This is an optimization exercise on Yosys and OpenROAD, whose aim is small area and a short achievable clock period, not a production implementation. No run shown here included a check of the RTL's function; only the layout flow was run. No activity file was given, so power comes from the tool's default toggle rates.

==> design/flow/design.v <==
module ks32 #(parameter HAS_CIN = 0)
            (input wire [31:0] a, b, input wire cin, output wire [31:0] s, output wire co);
wire [31:0] x;
wire [31:0] g0, t0, g1, t1, g2, t2, g3, t3, g4, t4, g5;
genvar i;
generate
    for (i = 0; i < 32; i = i + 1) begin : l0
        c_xor2  ux (.a(a[i]), .b(b[i]), .y(x[i]));
        if (i == 0 && HAS_CIN) begin : gc
            c_majn ug (.a(a[i]), .b(b[i]), .c(cin), .y(g0[i]));
        end else begin : gg
            c_nand2 ug (.a(a[i]), .b(b[i]), .y(g0[i]));
        end
        c_nor2  ut (.a(a[i]), .b(b[i]), .y(t0[i]));
    end
    for (i = 0; i < 32; i = i + 1) begin : l1
        if (i < 1) begin : p
            c_inv ug (.a(g0[i]), .y(g1[i]));
        end else begin : c
            c_o21ai ug (.a1(t0[i]), .a2(g0[i-1]), .b1(g0[i]), .y(g1[i]));
            if (i >= 2) begin : tt
                c_nor2 ut (.a(t0[i]), .b(t0[i-1]), .y(t1[i]));
            end
        end
    end
    for (i = 0; i < 32; i = i + 1) begin : l2
        if (i < 2) begin : p
            c_inv ug (.a(g1[i]), .y(g2[i]));
        end else begin : c
            c_a21oi ug (.a1(t1[i]), .a2(g1[i-2]), .b1(g1[i]), .y(g2[i]));
            if (i >= 4) begin : tt
                c_nand2 ut (.a(t1[i]), .b(t1[i-2]), .y(t2[i]));
            end
        end
    end
    for (i = 0; i < 32; i = i + 1) begin : l3
        if (i < 4) begin : p
            c_inv ug (.a(g2[i]), .y(g3[i]));
        end else begin : c
            c_o21ai ug (.a1(t2[i]), .a2(g2[i-4]), .b1(g2[i]), .y(g3[i]));
            if (i >= 8) begin : tt
                c_nor2 ut (.a(t2[i]), .b(t2[i-4]), .y(t3[i]));
            end
        end
    end
    for (i = 0; i < 32; i = i + 1) begin : l4
        if (i < 8) begin : p
            c_inv ug (.a(g3[i]), .y(g4[i]));
        end else begin : c
            c_a21oi ug (.a1(t3[i]), .a2(g3[i-8]), .b1(g3[i]), .y(g4[i]));
            if (i >= 16) begin : tt
                c_nand2 ut (.a(t3[i]), .b(t3[i-8]), .y(t4[i]));
            end
        end
    end
    for (i = 0; i < 32; i = i + 1) begin : l5
        if (i < 16) begin : p
            c_inv ug (.a(g4[i]), .y(g5[i]));
        end else begin : c
            c_o21ai ug (.a1(t4[i]), .a2(g4[i-16]), .b1(g4[i]), .y(g5[i]));
        end
    end
    if (HAS_CIN) begin : s0c
        c_xor2 us (.a(x[0]), .b(cin), .y(s[0]));
    end else begin : s0
        assign s[0] = x[0];
    end
    assign co = g5[31];
    for (i = 1; i < 32; i = i + 1) begin : sm
        c_xor2 us (.a(x[i]), .b(g5[i-1]), .y(s[i]));
    end
endgenerate
endmodule
module eq32(input wire [31:0] a, b, output wire y);
assign y = (a == b);
endmodule
module hc32(input wire [31:0] a, b, input wire cin, output wire [31:0] s, output wire co);
wire [31:0] x, gn, tn, g, t;
wire [31:0] g1, t1, g2, t2, g3, t3, g4, t4, g5, ge;
genvar i;
generate
    for (i = 0; i < 32; i = i + 1) begin : l0
        c_xor2 ux (.a(a[i]), .b(b[i]), .y(x[i]));
        if (i == 0) begin : gc
            c_majn ug (.a(a[i]), .b(b[i]), .c(cin), .y(gn[i]));
        end else begin : gg
            c_nand2 ug (.a(a[i]), .b(b[i]), .y(gn[i]));
            c_nor2  ut (.a(a[i]), .b(b[i]), .y(tn[i]));
        end
    end
    for (i = 1; i < 32; i = i + 2) begin : l1
        c_o21ai ug (.a1(tn[i]), .a2(gn[i-1]), .b1(gn[i]), .y(g1[i]));
        if (i >= 3) begin : tt
            c_nor2 ut (.a(tn[i]), .b(tn[i-1]), .y(t1[i]));
        end
    end
    for (i = 1; i < 32; i = i + 2) begin : l2
        if (i < 3) begin : p
            c_inv ug (.a(g1[i]), .y(g2[i]));
        end else begin : c
            c_a21oi ug (.a1(t1[i]), .a2(g1[i-2]), .b1(g1[i]), .y(g2[i]));
            if (i >= 5) begin : tt
                c_nand2 ut (.a(t1[i]), .b(t1[i-2]), .y(t2[i]));
            end
        end
    end
    for (i = 1; i < 32; i = i + 2) begin : l3
        if (i < 5) begin : p
            c_inv ug (.a(g2[i]), .y(g3[i]));
        end else begin : c
            c_o21ai ug (.a1(t2[i]), .a2(g2[i-4]), .b1(g2[i]), .y(g3[i]));
            if (i >= 9) begin : tt
                c_nor2 ut (.a(t2[i]), .b(t2[i-4]), .y(t3[i]));
            end
        end
    end
    for (i = 1; i < 32; i = i + 2) begin : l4
        if (i < 9) begin : p
            c_inv ug (.a(g3[i]), .y(g4[i]));
        end else begin : c
            c_a21oi ug (.a1(t3[i]), .a2(g3[i-8]), .b1(g3[i]), .y(g4[i]));
            if (i >= 17) begin : tt
                c_nand2 ut (.a(t3[i]), .b(t3[i-8]), .y(t4[i]));
            end
        end
    end
    for (i = 1; i < 32; i = i + 2) begin : l5
        if (i < 17) begin : p
            c_inv ug (.a(g4[i]), .y(g5[i]));
        end else begin : c
            c_o21ai ug (.a1(t4[i]), .a2(g4[i-16]), .b1(g4[i]), .y(g5[i]));
        end
    end
    assign ge[0] = gn[0];
    for (i = 2; i < 32; i = i + 2) begin : le
        c_inv ig (.a(gn[i]), .y(g[i]));
        c_inv it (.a(tn[i]), .y(t[i]));
        c_a21oi ug (.a1(t[i]), .a2(g5[i-1]), .b1(g[i]), .y(ge[i]));
    end
    c_xor2 us0 (.a(x[0]), .b(cin), .y(s[0]));
    for (i = 1; i < 32; i = i + 1) begin : sm
        if (i % 2 == 1) begin : so
            c_xnor2 us (.a(x[i]), .b(ge[i-1]), .y(s[i]));
        end else begin : se
            c_xor2 us (.a(x[i]), .b(g5[i-1]), .y(s[i]));
        end
    end
endgenerate
assign co = g5[31];
endmodule
module mips(
    input  wire        clk, reset,
    output wire [31:0] pc,
    input  wire [31:0] instruction,
    output wire        mem_write,
    output wire [31:0] writeData,
    input  wire [31:0] readData,
    output wire [31:0] Result
);
wire [5:0]  op  = instruction[31:26];
wire [5:0]  fn  = instruction[5:0];
wire [4:0]  ra1 = instruction[25:21];
wire [4:0]  ra2 = instruction[20:16];
wire [4:0]  rd  = instruction[15:11];
wire [15:0] imm = instruction[15:0];
wire is_r    = ~op[5] & ~op[3] & ~op[2] & ~op[1];    
wire is_beq  = ~op[5] & ~op[3] &  op[2];             
wire is_j    = ~op[5] & ~op[3] & ~op[2] &  op[1];    
wire is_jal  = is_j & op[0];                         
wire is_lw   =  op[5] & ~op[3];                      
wire is_sw   =  op[5] &  op[3];                      
wire is_iop  = ~op[5] &  op[3];                      
wire is_addi = is_iop & ~op[2];                      
wire is_ori  = is_iop &  op[2] & ~op[1];             
wire is_lui  = is_iop &  op[1];                      
wire is_alur = is_r & fn[5];                         
wire is_jr   = is_r & ~fn[5];                        
reg  [31:0] rf [1:31];
wire [31:0] rs_v, rt_v, rs_a, rt_a;
wire [32*31-1:0] rf_flat;
genvar g;
generate
    for (g = 1; g < 32; g = g + 1) begin : flat
        assign rf_flat[32*(g-1) +: 32] = rf[g];
    end
endgenerate
rport p1 (.ra(ra1), .d(rf_flat), .y(rs_v), .ya(rs_a));
rport p2 (.ra(ra2), .d(rf_flat), .y(rt_v), .ya(rt_a));
integer i;
wire [31:0] immx = is_r ? 32'd4 : {{16{imm[15]}}, imm};
wire [31:0] addr;
wire        aco;
ks32 #(.HAS_CIN(0)) aadd (.a(rs_a), .b(immx), .cin(1'b0), .s(addr), .co(aco));
wire        sub  = fn[1];                            
wire [31:0] bx   = rt_v ^ {32{sub}};
wire [31:0] sum;
wire        cout, pall;
hc32 add (.a(rs_v), .b(bx), .cin(sub), .s(sum), .co(cout));
eq32 cmp (.a(rs_v), .b(rt_v), .y(pall));
wire        ltu  = ~cout;
wire [31:0] lb  = is_ori ? {16'd0, imm} : rt_v;
wire s_sum  = is_alur & ~fn[2] & ~fn[3];            
wire s_and  = is_alur & fn[2] & ~fn[0];
wire s_or   = (is_alur & fn[2] & fn[0]) | is_ori;
wire s_slt  = is_alur & fn[3];
wire [31:0] wd = (addr & {32{is_addi}})
               | (sum & {32{s_sum}})
               | ((rs_v & rt_v) & {32{s_and}})
               | ((rs_v | lb) & {32{s_or}})
               | {31'd0, ltu & s_slt}
               | ({imm, 16'd0} & {32{is_lui}})
               | (readData & {32{is_lw}})
               | (pc & {32{is_jal}});
wire       we = is_alur | is_iop | is_lw | is_jal;
wire [4:0] wa = is_jal ? 5'd31 : is_r ? rd : ra2;
always @(posedge clk)
    for (i = 1; i < 32; i = i + 1)
        if (we && wa == i) rf[i] <= wd;
reg  [31:0] pc_q;
wire [29:0] pc4   = pc_q[31:2] + 30'd1;
wire [29:0] pcbr  = pc4 + {{14{imm[15]}}, imm};
wire        taken = is_beq & pall;
wire [31:0] pc_next = is_j  ? {pc4[29:26], instruction[25:0], 2'b00}
                    : is_jr ? addr
                    : taken ? {pcbr, 2'b00}
                    :         {pc4, 2'b00};
always @(posedge clk, posedge reset)
    if (reset) pc_q <= 32'd0;
    else       pc_q <= pc_next;
assign pc        = pc_q;
assign mem_write = is_sw;
assign writeData = rt_a;
assign Result    = addr;
endmodule
module c_inv   (input wire a, output wire y); assign y = ~a; endmodule
module c_nand2 (input wire a, b, output wire y); assign y = ~(a & b); endmodule
module c_nand3 (input wire a, b, c, output wire y); assign y = ~(a & b & c); endmodule
module c_nand4 (input wire a, b, c, d, output wire y); assign y = ~(a & b & c & d); endmodule
module c_nor2  (input wire a, b, output wire y); assign y = ~(a | b); endmodule
module c_xor2  (input wire a, b, output wire y); assign y = a ^ b; endmodule
module c_a22oi (input wire a1, a2, b1, b2, output wire y); assign y = ~((a1 & a2) | (b1 & b2)); endmodule
module c_a21oi (input wire a1, a2, b1, output wire y); assign y = ~((a1 & a2) | b1); endmodule
module c_o21ai (input wire a1, a2, b1, output wire y); assign y = ~((a1 | a2) & b1); endmodule
module c_majn  (input wire a, b, c, output wire y); assign y = ~((a & b) | (c & (a | b))); endmodule
module c_xnor2 (input wire a, b, output wire y); assign y = ~(a ^ b); endmodule
module rport(input wire [4:0] ra, input wire [32*31-1:0] d, output wire [31:0] y, ya);
wire [4:0] ran;
wire [3:0] lo_n;
wire [7:0] hi_n;
wire [31:1] sel, selh;
genvar i, k;
generate
    for (i = 0; i < 5; i = i + 1) begin : iv
        c_inv u (.a(ra[i]), .y(ran[i]));
    end
    for (i = 0; i < 4; i = i + 1) begin : lo
        c_nand2 u (.a(i[0] ? ra[0] : ran[0]), .b(i[1] ? ra[1] : ran[1]), .y(lo_n[i]));
    end
    for (i = 0; i < 8; i = i + 1) begin : hi
        c_nand3 u (.a(i[0] ? ra[2] : ran[2]), .b(i[1] ? ra[3] : ran[3]),
                   .c(i[2] ? ra[4] : ran[4]), .y(hi_n[i]));
    end
    for (i = 1; i < 32; i = i + 1) begin : sl
        c_nor2 ul (.a(lo_n[i % 4]), .b(hi_n[i / 4]), .y(sel[i]));
        c_nor2 uh (.a(lo_n[i % 4]), .b(hi_n[i / 4]), .y(selh[i]));
    end
    for (k = 0; k < 32; k = k + 1) begin : bt
        wire [3:0]  q;    
        wire [1:0]  r;    
        for (i = 0; i < 3; i = i + 1) begin : g8
            aor8 u (.d({d[32*(8*i+7)+k], d[32*(8*i+6)+k], d[32*(8*i+5)+k], d[32*(8*i+4)+k],
                        d[32*(8*i+3)+k], d[32*(8*i+2)+k], d[32*(8*i+1)+k], d[32*(8*i)+k]}),
                    .s(k < 16 ? sel[8*i+8:8*i+1] : selh[8*i+8:8*i+1]), .y(q[i]));
        end
        aor7 u3 (.d({d[32*30+k], d[32*29+k], d[32*28+k], d[32*27+k], d[32*26+k], d[32*25+k], d[32*24+k]}),
                 .s(k < 16 ? sel[31:25] : selh[31:25]), .y(q[3]));
        c_nor2  u16a (.a(q[0]), .b(q[1]), .y(r[0]));
        c_nor2  u16b (.a(q[2]), .b(q[3]), .y(r[1]));
        c_nand2 uo   (.a(r[0]), .b(r[1]), .y(y[k]));
        c_nand2 uoa  (.a(r[0]), .b(r[1]), .y(ya[k]));
    end
endgenerate
endmodule
module aor8(input wire [7:0] d, s, output wire y);
assign y = |(d & s);
endmodule
module aor7(input wire [6:0] d, s, output wire y);
assign y = |(d & s);
endmodule
==> design/flow/flow/run.sh <==
#!/bin/bash
# The standard layout (standard synthesis unchanged), with two changes:
# the resizer may swap cells of any footprint, and ports get small buffers
# that the resizer upsizes where timing needs it. make's full output goes to make.log;
# every step's own log stays under orfs/logs.
set -euo pipefail
bash standard.sh MATCH_CELL_FOOTPRINT=0 \
    "BUFFER_PORTS_ARGS=-buffer_cell sky130_fd_sc_hd__buf_1" finish > make.log 2>&1
==> design/flow/standard.sh <==
#!/bin/bash
# synth_recipe.tcl (not shown) runs the flow's synth.tcl, then flattens the netlist and writes it again
# the make line also repeats each setting of config.mk as NAME=value (left out here)
make -C /OpenROAD-flow-scripts/flow DESIGN_CONFIG=/design/flow/config.mk WORK_HOME=/design/flow/orfs CLKGATE_MAP_FILE= SYNTH_SCRIPT=/design/flow/synth_recipe.tcl "${@:-finish}"
==> design/flow/config.mk <==
export PLATFORM = sky130hd
export DESIGN_NAME = mips
export DESIGN_NICKNAME = mips
export VERILOG_FILES = /design/flow/design.v
export SDC_FILE = /design/flow/constraint.sdc
export NUM_CORES = 4
export LEC_CHECK = 0
export CAP_MARGIN = 20
export CORE_MARGIN = 2
export CORE_UTILIZATION = 40
export CTS_CLUSTER_DIAMETER = 80
export CTS_CLUSTER_SIZE = 24
export SETUP_SLACK_MARGIN = 3.5
export SLEW_MARGIN = 20
export SYNTH_HIERARCHICAL = 1
export SYNTH_MINIMUM_KEEP_SIZE = 0
==> design/flow/constraint.sdc <==
create_clock -name core_clock -period 10.0 [get_ports {clk}]
set_input_delay 2.0000 -clock core_clock [delete_from_list [all_inputs] [get_ports {clk}]]
set_output_delay 2.0000 -clock core_clock [all_outputs]
set_load 0.01 [all_outputs]
==> results of run 1 <==
## per-layer routing
layer,track usage (%),wire (um),up-vias
met2,47.54,92720,3112
li1,-,-,18040
met4,15.00,12520,2
met1,40.53,78720,21450
met5,0,28,-
met3,6.333,25210,543
## worst register-to-register path, cell delays in order (launching register included)
cell and delay [ps]:
edfxtp_1 420, a222oi_1 410, nand3_1 200, nor2_4 200, nand2_4 110, nor2_4 220
o21ai_4 110, a21oi_4 180, o21ai_4 90, inv_2 90, inv_2 60, xor2_4 200
buf_4 190, a222oi_1 620, nand4_1 770, buf_4 490
## power by group
group | leakage, uW | internal (uW) | total [uW] | switching, uW
Sequential | 0.00947 | 4920 | 5020 | 103
Combinational | 0.00989 | 1030 | 3100 | 2070
Clock | 0.000711 | 977 | 2360 | 1390
## through the flow
stage	setup slack [ps]	cell area [sq um]
floorplan	3550	50470
global placement	1404	54750
detailed placement	1419	54800
CTS	2894	59260
global route	2711	60990
finish	2727	61000
## registers in the layout, indices dropped and copies added, names as in the netlist
| name | cells |
|---|---|
| pc_q | 32 |
| rf | 992 |
## what timing repair did
| action | in CTS | in global routing |
|---|---|---|
| pin swaps | 143 | 138 |
| cloned | 6 | 9 |
| buffers inserted | 78 | 55 |
| endpoints found under the setup margin | 1086 | 673 |
| gates resized for setup | 594 | 255 |
## worst max-delay path by stage
| stage | end | start | slack, ps |
|---|---|---|---|
| floorplan | Result[21] | instruction[21] | 3550 |
| global placement | Result[23] | instruction[23] | 1400 |
| detailed placement | Result[25] | instruction[23] | 1420 |
| CTS | Result[24] | instruction[22] | 2890 |
| global route | Result[26] | instruction[22] | 2710 |
| finish | Result[28] | instruction[22] | 2730 |
## layout by cell type (no fill, tap or decap), types with 70 or more instances in the layout
cell type,count
edfxtp_1,992
a222oi_1,96
a21oi_2,85
nand4_1,220
nand3_1,94
buf_4,272
buf_1,117
xor2_1,141
nor2_2,70
nor2_4,159
nor2_1,237
a22oi_1,879
nand2_1,333
## area by class of cell
cell class	instances	area [sq um]	share of cell area, %
clock inverters	9	115.1	0.1887
diodes	3	7.507	0.01231
well taps	1650	2064	3.384
flip-flops and latches	1024	30590	50.15
clock buffers	67	1358	2.225
repair buffers	511	4039	6.621
inverters	96	390.4	0.6399
multi-input cells	3028	22440	36.78
==> run notes, run 1 <==
* Status: complete, no violations
* Routed WL at 209200 um
* Family with the most delay on the worst path: simple AND/OR/NAND/NOR gates
* CTS Buf Count at 51
* DRT iter0 DRCs at 7130
* GR Util All Layers at 30.50%
* Hold WS at 730.9 ps
* Post-route ant nets at 0
* Min Tclk post-route at 7273 ps
* CTS tree: built
* Drt pass-1 iters at 7
* Leakage at 0.02007 uW
* Worst flop-to-flop path endpoint: rf[4][5]$_DFFE_PP_
* Max VDD drop at 0.1306 mV
* Initial Util at 40.24%
* Cts hold-fix bufs at 0
* Fraction of layout cells with a size suffix above 1 at 22.79%
* First-pass GRT wire length at 285400 um
* CP Cell Sequence: buf_16 > clkinvlp_4 > nand2_8 > buf_4 > buf_12 > nor2_2 > buf_6 > a22oi_2 > nand4_1 > nor2_4 > nand2_4 > nor2_4 > nor2_2 > a21oi_2 > inv_2 > a21oi_4 > o21ai_4 > xor2_2 > buf_2
* Longest Clk Path Bufs at 3
* Width of the die at 359.2 um
* Gp weighted congestion at 0.9624
* DRC at 0
* Total negative slack at 0 ps
* Syn Inst Count at 4202
* Slew Limit Headroom at 25.81%
* Final nets at 4816
* Largest fanout on the critical path at 8
* Worst-margin pin slew at 1109 ps
* Largest net degree at the start of global routing at 42
* P&R area growth vs syn at 20.87%
* Worst hold start: pc_q[11]$_DFF_PP0_
* FF-to-FF Start: rf[25][2]$_DFFE_PP_
* Die Ht at 359.2 um
* Die area at 129000 sq um
* Crit-path max cell delay at 300 ps
* Ys Warns at 8
* WP depth at 19
* Core box area at 125400 sq um
* Congestion Overflow GR at 0
* Worst skew pair latency at 680 ps
* Final Core Density at 48.64%
* Min-Delay Path Class: flip-flop to flip-flop
* Worst reg2reg path depth at 15
* Clock transition at path regs at 80 ps
* CP max stage cell: nor2_4
* Port bufs at 161
* Number of global-route vias before repair at 39870
* Power per cell area at 171.9 nW/um^2
* Sink Count at 1024
* Num rows at 130
* Fill cells at 11010
* Fmax at 137.5 MHz
* Per-cell routed wire length at 32.75 um
* Hold Crit Depth at 3
* Vias after detailed routing at 43150
* Crit path DAT at 5270 ps
* I/O pin cnt at 163
* Period utilization at 72.73%
* Hold Path Sink: pc_q[11]$_DFF_PP0_
* Buffer and inverter count on the worst path at 7
* Placed insts at 6161
* Worst Setup Start Kind: primary input
* Initial antenna violation count at 2
* HPWL after DPL at 133200 um
* Vias per inst at 6.754
* Non-filler cells, final at 6388
* R2R Setup Slk at 5310 ps
* Clk Tree Root Cell: clkbuf_16
* Final setup fails at 0
* Post-synth net total at 4306
* Syn_area_per_cell at 12.01 sq um
* Clock skew at 39.18 ps
* Critical path data required time at 8000 ps
* RSZ-0062 raised after global routing: yes
* CP Capture Type: output port
* Hold Fails Final Rpt at 0
* Mapped cell area at 50470 sq um
* Pins over their slew limit at 0
* Critical path type: primary input to output port
* H-Tree Depth at 2
* Maxcap violations at 0
* Pwr Total at 10490 uW
==> run 2, diff against run 1 <==
--- a/design/flow/config.mk
+++ b/design/flow/config.mk
@@ -10,7 +10,7 @@
 export CORE_UTILIZATION = 40
 export CTS_CLUSTER_DIAMETER = 80
 export CTS_CLUSTER_SIZE = 24
-export SETUP_SLACK_MARGIN = 3.5
+export SETUP_SLACK_MARGIN = 2.8
 export SLEW_MARGIN = 20
 export SYNTH_HIERARCHICAL = 1
 export SYNTH_MINIMUM_KEEP_SIZE = 0
==> run 2 against run 1 <==
Compared with the run above:
- clock power up 2%
- via count down 1.7%
- maximum frequency down 2.1%
- global-route usage down 0.91 points
- first-iteration DRC count up 0.63%
- cell count down 1.3%
- power down 1.7%
- synthesized cell count unchanged
- worst hold slack better by 13 ps
- non-clock buffer count down 79
- utilization down 1.8 points
- sequential share of layout area up 1.9 points
==> run notes, run 2 <==
* Status: complete, no violations (unchanged)
* Syn Inst Count at 4202 (unchanged)
* Period utilization at 74.31% (was 72.73%)
* Met3 WL at 22490 um (was 25210 um)
* Clock transition at path regs at 90 ps (was 80 ps)
* First-pass GRT wire length at 278200 um (was 285400 um)
* Fill cells at 11280 (was 11010)
* Largest net degree at the start of global routing at 50 (was 42)
* Critical path data required time at 8000 ps (about the same)
* CTS tree: built (unchanged)
* H-Tree Depth at 2 (unchanged)
* Slew Limit Headroom at 21.78% (was 25.81%)
* Initial antenna violation count at 5 (was 2)
* Critical path type: primary input to output port (unchanged)
* Post-route ant nets at 0 (unchanged)
* Fmax at 134.6 MHz (was 137.5 MHz)
* Commonest non-fill, non-tap cell in the layout: edfxtp_1 (unchanged)
* Clock power share at 23.2% (was 22.5%)
* FF-to-FF Start: rf[25][10]$_DFFE_PP_ (was rf[25][2]$_DFFE_PP_)
* Ys Warns at 8 (unchanged)
* P&R area growth vs syn at 16.42% (was 20.87%)
* Area after DPL at 54750 sq um (was 54800 sq um)
* Final setup fails at 0 (unchanged)
* Wire length on met2 at 90160 um (was 92720 um)
* Congestion Overflow GR at 0 (unchanged)
* HPWL after DPL at 132500 um (was 133200 um)
* Die area at 129000 sq um (unchanged)
* Hold Fails Final Rpt at 0 (unchanged)
* CP endpoint: Result[22] (was Result[28])
* Initial Util at 40.24% (unchanged)
* Leakage at 0.01930 uW (was 0.02007 uW)
* Crit path DAT at 5430 ps (was 5270 ps)
* RSZ-0062 raised after global routing: yes (unchanged)
* Register share of total power at 48.7% (was 47.9%)
* I/O pin cnt at 163 (unchanged)
* Power per cell area at 175.6 nW/um^2 (was 171.9 nW/um^2)
* Routed WL at 200300 um (was 209200 um)
* CP startpoint: instruction[23] (was instruction[22])
* Clock skew at 44.32 ps (was 39.18 ps)
* Drt pass-1 iters at 10 (was 7)
* Width of the die at 359.2 um (unchanged)
* Post-synth net total at 4306 (unchanged)
* Sw Pwr at 3467 uW (was 3564 uW)
* Worst skew pair latency at 690 ps (was 680 ps)
* Number of global-route vias before repair at 39320 (was 39870)
* Die Ht at 359.2 um (unchanged)
* Min Tclk post-route at 7431 ps (was 7273 ps)
* Pins over their slew limit at 0 (unchanged)
* Commonest cells after routing, fill and taps aside: 992 x edfxtp_1, 891 x a22oi_1, 359 x nand2_1 (was 992 x edfxtp_1, 879 x a22oi_1, 333 x nand2_1)
* Num rows at 130 (unchanged)
* Largest register FFs at 992 (unchanged)
* GR Util All Layers at 29.59% (was 30.50%)
* Combinational power share at 28.1% (was 29.6%)
* Cts hold-fix bufs at 0 (unchanged)
* Largest reg by FF count: rf (unchanged)
* Vias after detailed routing at 42400 (was 43150)
* Worst Setup Start Kind: primary input (unchanged)
* Final instance area at 58750 sq um (was 61000 sq um)
* Worst reg2reg path depth at 15 (unchanged)
* Internal power at 6848 uW (was 6924 uW)
* R2R Setup Slk at 5010 ps (was 5310 ps)
* CTS Buf Count at 52 (was 51)
* Worst-margin pin slew at 1163 ps (was 1109 ps)
* Syn_area_per_cell at 12.01 sq um (unchanged)
* Total negative slack at 0 ps (unchanged)
* Final nets at 4733 (was 4816)
* Port bufs at 161 (unchanged)
* Per-cell routed wire length at 31.77 um (was 32.75 um)
* Min-Delay Path Class: flip-flop to flip-flop (unchanged)
* Gp weighted congestion at 0.9877 (was 0.9624)
* Sw frac at 33.62% (was 33.98%)
* Maxcap violations at 0 (unchanged)
* Largest registers: rf x992, pc_q x32 (unchanged)
* Sink Count at 1024 (unchanged)
* DRT iter0 DRCs at 7175 (was 7130)
* Max VDD drop at 0.1391 mV (was 0.1306 mV)
* Largest fanout on the critical path at 16 (was 8)
* Top Layer Used: met5 (unchanged)
* Wl on met1 at 77420 um (was 78720 um)
* Worst flop-to-flop path endpoint: rf[2][26]$_DFFE_PP_ (was rf[4][5]$_DFFE_PP_)
* DRC at 0 (unchanged)
* Longest Clk Path Bufs at 3 (unchanged)
* Core box area at 125400 sq um (unchanged)
* Mapped cell area at 50470 sq um (unchanged)
* Vias per inst at 6.725 (was 6.754)
* Clk Tree Root Cell: clkbuf_16 (unchanged)
* CP Capture Type: output port (unchanged)
* Fraction of layout cells with a size suffix above 1 at 18.20% (was 22.79%)
[run 2: how the worst min path moves through the flow]
stage | start | to | depth (start not counted)
detailed placement | pc_q[22]$_DFF_PP0_ | pc_q[22]$_DFF_PP0_ | 3
floorplan | pc_q[11]$_DFF_PP0_ | pc_q[11]$_DFF_PP0_ | 3
global route | pc_q[11]$_DFF_PP0_ | pc_q[11]$_DFF_PP0_ | 3
finish | pc_q[22]$_DFF_PP0_ | pc_q[22]$_DFF_PP0_ | 3
CTS | pc_q[22]$_DFF_PP0_ | pc_q[22]$_DFF_PP0_ | 3
global placement | pc_q[22]$_DFF_PP0_ | pc_q[22]$_DFF_PP0_ | 3
[run 2: worst max-delay path: stages]
cell        delay (ps)
buf_1               90
buf_6              160
clkinvlp_4         150
buf_6              150
nand3_4            190
nor2_1             120
buf_6              190
a222oi_1           460
nand3_1            280
nor2_4             230
nand2_4            100
nor2_4             140
o21ai_2             90
a21oi_2            210
o21ai_2            120
a21oi_2            130
o21ai_2            110
xor2_2             290
buf_2              200
[run 2: power groups by stage]
stage                     clock network (uW)  registers (uW)  logic [uW]
final                                   2400            5020        2900
after global routing                    2570            5030        3060
after CTS                               2420            5020        2710
after detailed placement                   0            5120        2500
after global placement                     0            5110        2470
after floorplan                            0            5110        1550
[run 2: timing repair]
| item | in CTS | in global routing |
|---|---|---|
| pin swaps | 92 | 40 |
| endpoints found under the hold margin | 0 | 0 |
| setup endpoints to repair | 408 | 446 |
| setup buffers | 44 | 19 |
| gates resized for setup | 377 | 153 |
| cloned | 3 | 0 |
[run 2: layer usage]
metal / up-vias / track usage (%)
li1: 17880 / -
met1: 21200 / 40.05
met5: - / 0
met2: 2885 / 46.33
met4: 2 / 12.71
met3: 429 / 5.891
[run 2: layout make-up]
type,count,area [sq um],share of cell area (%)
timing repair buffer,432,2893,4.924
multi-input combinational,3023,21310,36.26
antenna,1,2.502,0.004259
sequential,1024,30590,52.06
clock buffer,67,1379,2.347
tap,1650,2064,3.514
clock inverter,11,148.9,0.2534
inverter,96,370.4,0.6304
[run 2: metrics by stage]
step	hold WS [ps]	utilization, %	setup slack, ps	instances	power [uW]
floorplan	682.1	-	3258	4202	6661
global placement	697.3	43.65	1454	6158	7588
detailed placement	707.9	43.66	1431	6159	7615
global route	806.6	46.85	2510	6303	10660
finish	743.7	46.85	2569	6304	10320
CTS	724.6	46.30	2646	6284	10150
==> run 3, diff against run 2 <==
--- a/design/flow/config.mk
+++ b/design/flow/config.mk
@@ -10,7 +10,7 @@
 export CORE_UTILIZATION = 40
 export CTS_CLUSTER_DIAMETER = 80
 export CTS_CLUSTER_SIZE = 24
-export SETUP_SLACK_MARGIN = 2.8
+export SETUP_SLACK_MARGIN = 3.0
 export SLEW_MARGIN = 20
 export SYNTH_HIERARCHICAL = 1
 export SYNTH_MINIMUM_KEEP_SIZE = 0
==> run 3 against run 2 <==
Compared with the run above:
- utilization up 0.57 points
- power up 0.78%
- via count up 0.33%
- largest power group unchanged
- still clean
- sequential power about the same
- sequential cell count unchanged
==> run notes, run 3 <==
* Pwr Total at 10400 uW (was 10320 uW)
* Clock skew at 32.07 ps (was 44.32 ps)
* Clock power share at 23.1% (was 23.2%)
* Port bufs at 161 (unchanged)
* Critical path type: primary input to output port (unchanged)
* DRT iter0 DRCs at 6920 (was 7175)
* GR Util All Layers at 29.83% (was 29.59%)
* Worst Setup Start Kind: primary input (unchanged)
* Final Core Density at 47.42% (was 46.85%)
* Longest Clk Path Bufs at 3 (unchanged)
* Die Ht at 359.2 um (unchanged)
* Mapped cell area at 50470 sq um (unchanged)
* Fraction of layout cells with a size suffix above 1 at 20.12% (was 18.20%)
* Final nets at 4756 (was 4733)
* Commonest cells after routing, fill and taps aside: 992 x edfxtp_1, 873 x a22oi_1, 344 x nand2_1 (was 992 x edfxtp_1, 891 x a22oi_1, 359 x nand2_1)
* Clock transition at path regs at 90 ps (about the same)
* Initial Util at 40.24% (unchanged)
* CTS tree: built (unchanged)
* Largest registers: rf x992, pc_q x32 (unchanged)
* Register share of total power at 48.3% (was 48.7%)
* Post-route ant nets at 0 (unchanged)
* Syn Inst Count at 4202 (unchanged)
* Width of the die at 359.2 um (unchanged)
* Critical path data required time at 8000 ps (about the same)
* Internal power at 6892 uW (was 6848 uW)
* Commonest non-fill, non-tap cell in the layout: edfxtp_1 (unchanged)
* Vias after detailed routing at 42540 (was 42400)
* Placed insts at 6159 (unchanged)
* H-Tree Depth at 2 (unchanged)
* Number of global-route vias before repair at 39810 (was 39320)
* Max VDD drop at 0.1394 mV (was 0.1391 mV)
* Crit path DAT at 5360 ps (was 5430 ps)
* Largest fanout on the critical path at 8 (was 16)
* Maxcap violations at 0 (unchanged)
* Hold Fails Final Rpt at 0 (unchanged)
* Num rows at 130 (unchanged)
* Sink Count at 1024 (unchanged)
* Clk Tree Root Cell: clkbuf_16 (unchanged)
* Worst skew pair latency at 680 ps (was 690 ps)
* Non-filler cells, final at 6328 (was 6304)
* Fmax at 135.9 MHz (was 134.6 MHz)
* R2R Setup Slk at 5250 ps (was 5010 ps)
* Sw Pwr at 3503 uW (was 3467 uW)
* CTS Buf Count at 52 (unchanged)
* Post-synth net total at 4306 (unchanged)
* Power per cell area at 174.8 nW/um^2 (was 175.6 nW/um^2)
* Drt pass-1 iters at 9 (was 10)
* Syn_area_per_cell at 12.01 sq um (unchanged)
* Gp weighted congestion at 0.9877 (unchanged)
* Worst reg2reg path depth at 15 (unchanged)
* Largest reg by FF count: rf (unchanged)
* First-pass GRT wire length at 280600 um (was 278200 um)
* Die area at 129000 sq um (unchanged)
* Sw frac at 33.70% (was 33.62%)
* HPWL after DPL at 132500 um (unchanged)
* Slew Limit Headroom at 28.98% (was 21.78%)
* Combinational power share at 28.6% (was 28.1%)
* Largest net degree at the start of global routing at 50 (unchanged)
* Per-cell routed wire length at 31.84 um (was 31.77 um)
* Total negative slack at 0 ps (unchanged)
* CP Capture Type: output port (unchanged)
* Min Tclk post-route at 7361 ps (was 7431 ps)
* Status: complete, no violations (unchanged)
* DRC at 0 (unchanged)
* Worst-margin pin slew at 1063 ps (was 1163 ps)
* Leakage at 0.01953 uW (was 0.01930 uW)
* Hold Crit Depth at 3 (unchanged)
* Period utilization at 73.61% (was 74.31%)
* Largest register FFs at 992 (unchanged)
* Min-Delay Path Class: flip-flop to flip-flop (unchanged)
* Pins over their slew limit at 0 (unchanged)
* RSZ-0062 raised after global routing: yes (unchanged)
* Routed WL at 201500 um (was 200300 um)
* I/O pin cnt at 163 (unchanged)
* Core box area at 125400 sq um (unchanged)
* Congestion Overflow GR at 0 (unchanged)
* Vias per inst at 6.722 (was 6.725)
* P&R area growth vs syn at 17.85% (was 16.42%)
* Initial antenna violation count at 3 (was 5)
* Ys Warns at 8 (unchanged)
* Final setup fails at 0 (unchanged)
[run 3: critical path, cell delays in order]
cell and delay (ps):
buf_1 90, buf_6 160, clkinvlp_4 140, buf_12 160, nand3_4 140, buf_12 150
nor2_4 50, buf_6 170, a22oi_1 170, nand4_1 300, nor2_4 320, nand2_4 110
nor2_4 200, nor2_2 100, a21oi_2 210, o21ai_2 110, a21oi_2 120, o21ai_2 90
xor2_2 330, buf_2 200
[run 3: cell type report]
cell class,count,area (sq um)
timing repair buffer,455,3178
inverter,96,370.4
clock buffer,67,1379
clock inverter,11,148.9
tap,1650,2064
multi-input combinational,3023,21740
sequential,1024,30590
antenna,2,5.005
fill,11190,65930
[run 3: path summary, 6_finish.rpt]
path                                         to                 from
max                                  Result[20]      instruction[23]
min                          pc_q[22]$_DFF_PP0_   pc_q[22]$_DFF_PP0_
max reg2reg                rf[14][27]$_DFFE_PP_  rf[25][8]$_DFFE_PP_
min reg2reg                  pc_q[22]$_DFF_PP0_   pc_q[22]$_DFF_PP0_
max in group asynchronous    pc_q[29]$_DFF_PP0_                reset
min in group asynchronous     pc_q[5]$_DFF_PP0_                reset
[run 3: per-layer routing]
| metal | track usage, % | up-vias | wire [um] |
|---|---|---|---|
| met5 | 0 | - | 13 |
| met4 | 13.62 | 2 | 10990 |
| met3 | 6.313 | 473 | 23090 |
| met2 | 46.50 | 2892 | 89880 |
| met1 | 40.01 | 21250 | 77530 |
| li1 | - | 17930 | - |
[run 3: timing repair]
action / in CTS / in global routing
hold buffers: 0 / 0
hold endpoints to repair: 0 / 0
setup endpoints to repair: 544 / 707
cloned: 6 / 0
pin swaps: 141 / 52
gates resized for setup: 562 / 106
buffers inserted: 66 / 17
[run 3: metrics by stage]
stage | hold slack, ps | area, sq um | setup slack, ps
global route | 806.8 | 59470 | 2585
finish | 755.7 | 59470 | 2639
CTS | 724.6 | 58880 | 2739
global placement | 697.3 | 54740 | 1454
floorplan | 682.1 | 50470 | 3258
detailed placement | 707.9 | 54750 | 1431
[run 3: power by group through the flow]
stage | registers (uW) | clock network [uW] | logic (uW)
floorplan | 5110 | 0 | 1550
global placement | 5110 | 0 | 2470
detailed placement | 5120 | 0 | 2500
CTS | 5020 | 2420 | 2820
global route | 5030 | 2570 | 3140
finish | 5020 | 2400 | 2970

re-timing with driven ports:
How much do the figures lean on ideal ports? The routed layouts below were timed once more, with nothing changed but the port constraints. Step 1 assumes that a clkbuf_16 drives the clock port and a buf_2 every other input. Step 2 adds t to the input delays and takes it off the output delays; t is the mean of the earliest and latest rising clock arrival at the registers after step 1. Input paths then give back, and output paths get back, about the clock's delay inside the block. Three values: no drivers, after step 1, after step 2; two values: the first two.
run	shift t [ns]	setup WS [ns]	worst hold slack (ns)	latest minus earliest clock arrival (ns)	worst data-port slew with drivers (ns)
run 1	0.739	2.727 / 2.633 / 2.633	0.731 / 0.731 / 0.731	0.039 / 0.040	0.09
run 2	0.738	2.569 / 2.543 / 2.161	0.744 / 0.744 / 0.744	0.044 / 0.045	0.08
run 3	0.744	2.639 / 2.612 / 2.377	0.756 / 0.756 / 0.756	0.032 / 0.033	0.08
After both steps every run listed still meets setup and hold. For run 2, which loses most, drivers alone change the setup slack by -0.026 ns; drivers and shift together by -0.408 ns.
